This design comes from an exercise in tuning for small area on the open sky130 flow, not from production work.
The RTL was checked by simulation tests, not by an equivalence proof against the original design.
The flow treats the clock pin as an ideal source, which a real chip does not have.
No activity file was given, so power comes from the tool's default toggle rates.

old:
==> flow/design.v <==
module BCD_Up_Down_Counter_top(
    input clk,
    input reset,
    input load,
    input [3:0] in,
    input [2:0] sel,
    input [4:0] speed,
    input upDown,
    input en,
    output [7:0] AN,
    output reg [6:0] a_to_g,
    output DP
);
    assign DP = 1'b1;
    reg [6:0] y;
    reg div;
    wire wrap = y[6];
    wire tick = wrap & ~div;
    always @(posedge clk) begin
        if (reset | wrap) y <= 7'd25;
        else y <= {1'b0, y[5:0]} + {2'b0, speed} + 7'd1;
        div <= ~reset & (div ^ wrap);
    end
    reg [4:0] sc;
    always @(posedge clk) sc <= reset ? 5'd0 : sc + 5'd1;
    wire [2:0] S = sc[4:2];
    assign AN = ~(8'b1 << S);
    reg [31:0] op;
    wire U = upDown;
    wire [3:0] v = {in[3], in[2] & ~in[3], in[1] & ~in[3], in[0] | (in[3] & (in[2] | in[1]))};
    wire [3:0] w = reset ? {U, 2'b00, U} : v;
    wire ld = tick & load;
    wire [8:0] e;
    assign e[0] = tick & ~load & en;
    genvar i;
    generate
        for (i = 0; i < 8; i = i + 1) begin : g
            wire [3:0] b = op[4*i+3:4*i];
            wire le = reset | (ld & (sel == i));
            wire zero = ~(b[0] | b[1] | b[2] | b[3]);
            wire nine = b[0] & b[3];
            assign e[i+1] = e[i] & (U ? zero : nine);
            wire [3:0] tu = {b[0] & (b[3] | (b[1] & b[2])), b[0] & b[1], b[0] & ~b[3], 1'b1};
            wire [3:0] td = {~b[0] & ~b[1] & ~b[2], ~b[0] & ~b[1] & (b[2] | b[3]), ~b[0] & (b[1] | b[2] | b[3]), 1'b1};
            wire [3:0] t = U ? td : tu;
            always @(posedge clk)
                op[4*i+3:4*i] <= le ? w : (e[i] ? b ^ t : b);
        end
    endgenerate
    reg [3:0] digit;
    always @(posedge clk) digit <= op[4*S +: 4];
    always @(*) begin
        case (digit)
            4'd0: a_to_g = 7'b0000001;
            4'd1: a_to_g = 7'b1001111;
            4'd2: a_to_g = 7'b0010010;
            4'd3: a_to_g = 7'b0000110;
            4'd4: a_to_g = 7'b1001100;
            4'd5: a_to_g = 7'b0100100;
            4'd6: a_to_g = 7'b0100000;
            4'd7: a_to_g = 7'b0001111;
            4'd8: a_to_g = 7'b0000000;
            4'd9: a_to_g = 7'b0000100;
            default: a_to_g = 7'b1111111;
        endcase
    end
endmodule
clock: 10.0 ns
lec_check: 0
abc_area: 1
cap_margin: 20
core_margin: 2
core_utilization: 40
slew_margin: 20
run.sh (not shown) runs the stock make flow with config.mk's settings and CLKGATE_MAP_FILE= SYNTH_SCRIPT=/design/flow/synth_recipe.tcl, a recipe that flattens the netlist after the stock synthesis.
Modified inputs, new compared to old
==> flow/design.v <==
module BCD_Up_Down_Counter_top(
    input clk,
    input reset,
    input load,
    input [3:0] in,
    input [2:0] sel,
    input [4:0] speed,
    input upDown,
    input en,
    output [7:0] AN,
    output reg [6:0] a_to_g,
    output DP
);
    assign DP = 1'b1;
    reg [6:0] y;
    reg div;
    wire wrap = y[6];
    wire tick = wrap & ~div;
    always @(posedge clk) begin
        if (reset | wrap) y <= 7'd25;
        else y <= {1'b0, y[5:0]} + {2'b0, speed} + 7'd1;
        div <= ~reset & (div ^ wrap);
    end
    reg [4:0] sc;
    always @(posedge clk) sc <= reset ? 5'd0 : sc + 5'd1;
    wire [2:0] S = sc[4:2];
    assign AN = ~(8'b1 << S);
    wire U = upDown;
    wire [3:0] v = {in[3], in[2] & ~in[3], in[1] & ~in[3], in[0] | (in[3] & (in[2] | in[1]))};
    reg [2:0] pc;
    always @(*)
        case (v[3:1])
            3'd0: pc = 3'b000;
            3'd1: pc = 3'b001;
            3'd2: pc = 3'b011;
            3'd3: pc = 3'b110;
            default: pc = 3'b100;
        endcase
    wire [3:0] w = reset ? {U, 2'b00, U} : {pc, v[0]};
    wire ld = tick & load;
    reg [31:0] op;
    wire [8:0] e;
    assign e[0] = tick & ~load & en;
    genvar i;
    generate
        for (i = 0; i < 8; i = i + 1) begin : g
            wire b0 = op[4*i], s0 = op[4*i+1], s1 = op[4*i+2], s2 = op[4*i+3];
            wire le = reset | (ld & (sel == i));
            wire pe = e[i] & (b0 ^ U);           
            wire m = ~(s1 | s0), n = ~(s2 | s1);
            assign e[i+1] = pe & m & (s2 ^ U);   
            wire [2:0] sh = U ? {m, s2, s1} : {s1, s0, n};
            always @(posedge clk)
                op[4*i+3:4*i] <= le ? w : {pe ? sh : {s2, s1, s0}, b0 ^ e[i]};
        end
    endgenerate
    reg [3:0] digit;
    always @(posedge clk) digit <= op[4*S +: 4];
    always @(*) begin
        case (digit)
            4'b0000: a_to_g = 7'b0000001;   
            4'b0001: a_to_g = 7'b1001111;   
            4'b0010: a_to_g = 7'b0010010;   
            4'b0011: a_to_g = 7'b0000110;   
            4'b0110: a_to_g = 7'b1001100;   
            4'b0111: a_to_g = 7'b0100100;   
            4'b1100: a_to_g = 7'b0100000;   
            4'b1101: a_to_g = 7'b0001111;   
            4'b1000: a_to_g = 7'b0000000;   
            4'b1001: a_to_g = 7'b0000100;   
            default: a_to_g = 7'b1111111;
        endcase
    end
endmodule
==> run summary <==
All-layer global routing usage (higher): old
Non-clock inverter total of the final layout of new falls short of that of old by a few percent.
Against old, total power after layout in new fell by a few percent.
Compared with old, in new post-layout instance count excluding filler cells now smaller, final cell area excluding filler cells now smaller, post-synthesis share of cell area spent on full adders, half adders and majority gates now smaller, final standard cell utilization of the core now larger, total routed wirelength now smaller.
new: done, clean on timing, DRC and antenna

---

before:
Another version of the RTL of BCD_Up_Down_Counter_top (not shown whole).
Size: roughly 52 flip-flops.
==> module BCD_Up_Down_Counter_top, before the edit <==
module BCD_Up_Down_Counter_top(
    input clk,
    input reset,
    input load,
    input [3:0] in,
    input [2:0] sel,
    input [4:0] speed,
    input upDown,
    input en,
    output [7:0] AN,
    output reg [6:0] a_to_g,
    output DP
);
    assign DP = 1'b1;
    reg [6:0] y;
    reg div;
    wire wrap = y[6];
    wire tick = wrap & ~div;
    always @(posedge clk) begin
        if (reset | wrap) y <= 7'd25;
        else y <= {1'b0, y[5:0]} + {2'b0, speed} + 7'd1;
        div <= ~reset & (div ^ wrap);
    end
    reg [4:0] sc;
    always @(posedge clk) sc <= reset ? 5'd0 : sc + 5'd1;
    wire [2:0] S = sc[4:2];
    wire [7:0] dsel = 8'b1 << S;
    assign AN = ~dsel;
    wire U = upDown;
    wire [3:0] v = {in[3], in[2] & ~in[3], in[1] & ~in[3], in[0] | (in[3] & (in[2] | in[1]))};
    reg [2:0] pc;
    always @(*)
        case (v[3:1])
            3'd0: pc = 3'b000;
            3'd1: pc = 3'b001;
            3'd2: pc = 3'b011;
            3'd3: pc = 3'b110;
            default: pc = 3'b100;
        endcase
    wire [3:0] w = reset ? {U, 2'b00, U} : {pc, v[0]};
    wire ld = tick & load;
    reg [31:0] op;
    wire [8:0] e;
    assign e[0] = tick & ~load & en;
    genvar i;
    generate
        for (i = 0; i < 8; i = i + 1) begin : g
            wire b0 = op[4*i], s0 = op[4*i+1], s1 = op[4*i+2], s2 = op[4*i+3];
            wire le = reset | (ld & (sel == i));
            wire pe = e[i] & (b0 ^ U);           
            wire m = ~(s1 | s0), n = ~(s2 | s1);
            assign e[i+1] = pe & m & (s2 ^ U);   
            wire [2:0] sh = U ? {m, s2, s1} : {s1, s0, n};
            always @(posedge clk)
                op[4*i+3:4*i] <= le ? w : {pe ? sh : {s2, s1, s0}, b0 ^ e[i]};
        end
    endgenerate
    reg [3:0] digit;
    reg [3:0] dmux;
    integer k;
    always @(*) begin
        dmux = 4'b0000;
        for (k = 0; k < 8; k = k + 1)
            dmux = dmux | ({4{dsel[k]}} & op[4*k +: 4]);
    end
    always @(posedge clk) digit <= dmux;
    always @(*) begin
        case (digit)
            4'b0000: a_to_g = 7'b0000001;   
            4'b0001: a_to_g = 7'b1001111;   
            4'b0010: a_to_g = 7'b0010010;   
            4'b0011: a_to_g = 7'b0000110;   
            4'b0110: a_to_g = 7'b1001100;   
            4'b0111: a_to_g = 7'b0100100;   
            4'b1100: a_to_g = 7'b0100000;   
            4'b1101: a_to_g = 7'b0001111;   
            4'b1000: a_to_g = 7'b0000000;   
            4'b1001: a_to_g = 7'b0000100;   
            default: a_to_g = 7'b1111111;
        endcase
    end
endmodule
Settings: LEC_CHECK=0, CAP_MARGIN=20, CORE_MARGIN=2, CORE_UTILIZATION=60, GPL_TIMING_DRIVEN=0, SLEW_MARGIN=20; clock period 10.0 ns.
standard.sh (not shown) runs the stock make flow with config.mk's settings and CLKGATE_MAP_FILE= SYNTH_SCRIPT=/design/flow/synth_recipe.tcl, a recipe that flattens the netlist after the stock synthesis.
==> flow/flow/run.sh <==
#!/bin/bash
# Own layout flow: the standard layout (standard.sh), with these changes:
#  - synthesis maps logic with an area-oriented ABC script (flow/abc_area.script)
#    instead of ORFS's delay-driven one, and without ORFS's full/half-adder
#    extraction; registers are mapped exactly as in the standard synthesis;
#  - the port buffers are the smallest buffer, sky130_fd_sc_hd__buf_1;
#  - the clock tree is three clkbuf_8 leaf buffers driven by the clock port
#    (flow/clock_buffers.tcl, run as the pre-CTS hook); TritonCTS then finds
#    the clock already buffered and adds nothing.
# Each tool's output goes to the logs ORFS writes under orfs/logs; make's own
# output goes to flow_make.log in the work folder.
set -euo pipefail
W=$(cd "$(dirname "$0")/.." && pwd)
cd "$W"
cat > "$W/own_synth.tcl" <<EOT
proc abc {args} {
  set i [lsearch -exact \$args -script]
  if {\$i >= 0} { lset args [expr {\$i + 1}] $W/flow/abc_area.script }
  yosys abc {*}\$args
}
source $W/synth_recipe.tcl
EOT
bash "$W/standard.sh" SYNTH_SCRIPT="$W/own_synth.tcl" ADDER_MAP_FILE= \
  "BUFFER_PORTS_ARGS=-buffer_cell sky130_fd_sc_hd__buf_1" \
  "PRE_CTS_TCL=$W/flow/clock_buffers.tcl" \
  "CTS_ARGS=-clk_nets clk -dont_use_dummy_load" \
  finish > "$W/flow_make.log" 2>&1
Other scripts of this flow, unchanged in this note and not shown: flow/flow/abc_area.script, flow/flow/clock_buffers.tcl
--- input diff before..after ---
--- a/flow/design.v
+++ b/flow/design.v
@@ -19,13 +19,17 @@
     always @(posedge clk) begin
         if (reset | wrap) y <= 7'd25;
         else y <= {1'b0, y[5:0]} + {2'b0, speed} + 7'd1;
         div <= ~reset & (div ^ wrap);
     end
-    reg [4:0] sc;
-    always @(posedge clk) sc <= reset ? 5'd0 : sc + 5'd1;
-    wire [2:0] S = sc[4:2];
+    reg [1:0] rc;
+    reg [2:0] S;
+    always @(posedge clk) begin
+        rc <= reset ? 2'b00 : {rc[0], ~rc[1]};
+        if (reset) S <= 3'd0;
+        else if (rc == 2'b10) S <= S + 3'd1;
+    end
     wire [7:0] dsel = 8'b1 << S;
     assign AN = ~dsel;
     wire U = upDown;
     wire [3:0] v = {in[3], in[2] & ~in[3], in[1] & ~in[3], in[0] | (in[3] & (in[2] | in[1]))};
     reg [2:0] pc;
@@ -62,21 +66,16 @@
         dmux = 4'b0000;
         for (k = 0; k < 8; k = k + 1)
             dmux = dmux | ({4{dsel[k]}} & op[4*k +: 4]);
     end
     always @(posedge clk) digit <= dmux;
+    wire [3:0] d = digit;
     always @(*) begin
-        case (digit)
-            4'b0000: a_to_g = 7'b0000001;   
-            4'b0001: a_to_g = 7'b1001111;   
-            4'b0010: a_to_g = 7'b0010010;   
-            4'b0011: a_to_g = 7'b0000110;   
-            4'b0110: a_to_g = 7'b1001100;   
-            4'b0111: a_to_g = 7'b0100100;   
-            4'b1100: a_to_g = 7'b0100000;   
-            4'b1101: a_to_g = 7'b0001111;   
-            4'b1000: a_to_g = 7'b0000000;   
-            4'b1001: a_to_g = 7'b0000100;   
-            default: a_to_g = 7'b1111111;
-        endcase
+        a_to_g[6] = (~d[3] & d[2] & ~d[0]) | (~d[3] & ~d[1] & d[0]);
+        a_to_g[5] = (~d[3] & d[2] & d[0]) | (d[3] & d[2] & ~d[0]);
+        a_to_g[4] = ~d[2] & d[1] & ~d[0];
+        a_to_g[3] = (~d[3] & d[2] & ~d[0]) | (~d[3] & ~d[1] & d[0]) | (d[3] & d[2] & d[0]);
+        a_to_g[2] = (~d[3] & d[2]) | d[0];
+        a_to_g[1] = ~((~d[3] & d[2]) | (d[3] & ~d[2]) | (~d[1] & ~d[0]));
+        a_to_g[0] = (~d[3] & ~d[1]) | (d[3] & d[2] & d[0]);
     end
 endmodule
[summary]
- [after] worst max-slew margin expressed relative to the limit rose 2.5 points relative to before
- Compared with before, in after number of DRC markers in iteration 0 -about 20%, count of non-filler cells in the finished layout -6, detailed-routing wirelength on met1 -350 um, cell area -about 3.5%, sequential portion of the cell area -0.52 points.
- Diff before -> after | internal power of the cells | decrease of about 6%
- after -> before: final hold violation count delta 0, exact match
- after was carried through to the last stage, and its layout satisfied the timing, DRC and antenna checks.
- As far as combinational cell fraction of total power is concerned, after and before perform about the same.
- sky130_fd_sc_hd__inv_2 as the cell with the largest stage delay on the worst path was reported by after, and sky130_fd_sc_hd__clkinv_1 by before.
- Going from before to after, measured slew at the worst slew-check pin saw a decrease, global-route met1 utilization now sits lower, hold slack went down 0.050 ns, number of flip-flops and latches now sits lower.

## separate check: timing with driven ports
The flow's constraints put no driver on any port. The routed layouts listed below were extracted and timed again, unchanged, in two steps.
Step 1 sets driving cells, clkbuf_16 on the clock port and buf_2 on the other inputs (assumed; they add their load-dependent delay and slew).
Step 2 also shifts input and output timing later by t, the mid clock arrival at the registers, as if the neighbouring blocks saw the same clock.
Three values: ideal ports, drivers, drivers and shift; two values: the first two.
run	t (ns)	slack for setup (ns)	clock arrival spread, ns	slew at the worst register clock pin (ns)	worst slew at a driven data input, ns
old	0.338	5.518 / 5.529 / 5.191	0.004 / 0.004	0.09 / 0.09	0.03
new	0.334	5.506 / 5.513 / 5.179	0.011 / 0.012	0.10 / 0.10	0.03
before	0.206	1.615 / 1.644 / 1.438	0.008 / 0.008	0.10 / 0.10	0.04
after	0.201	1.493 / 1.518 / 1.317	0.010 / 0.010	0.10 / 0.10	0.03
After both steps every run listed still meets setup and hold.
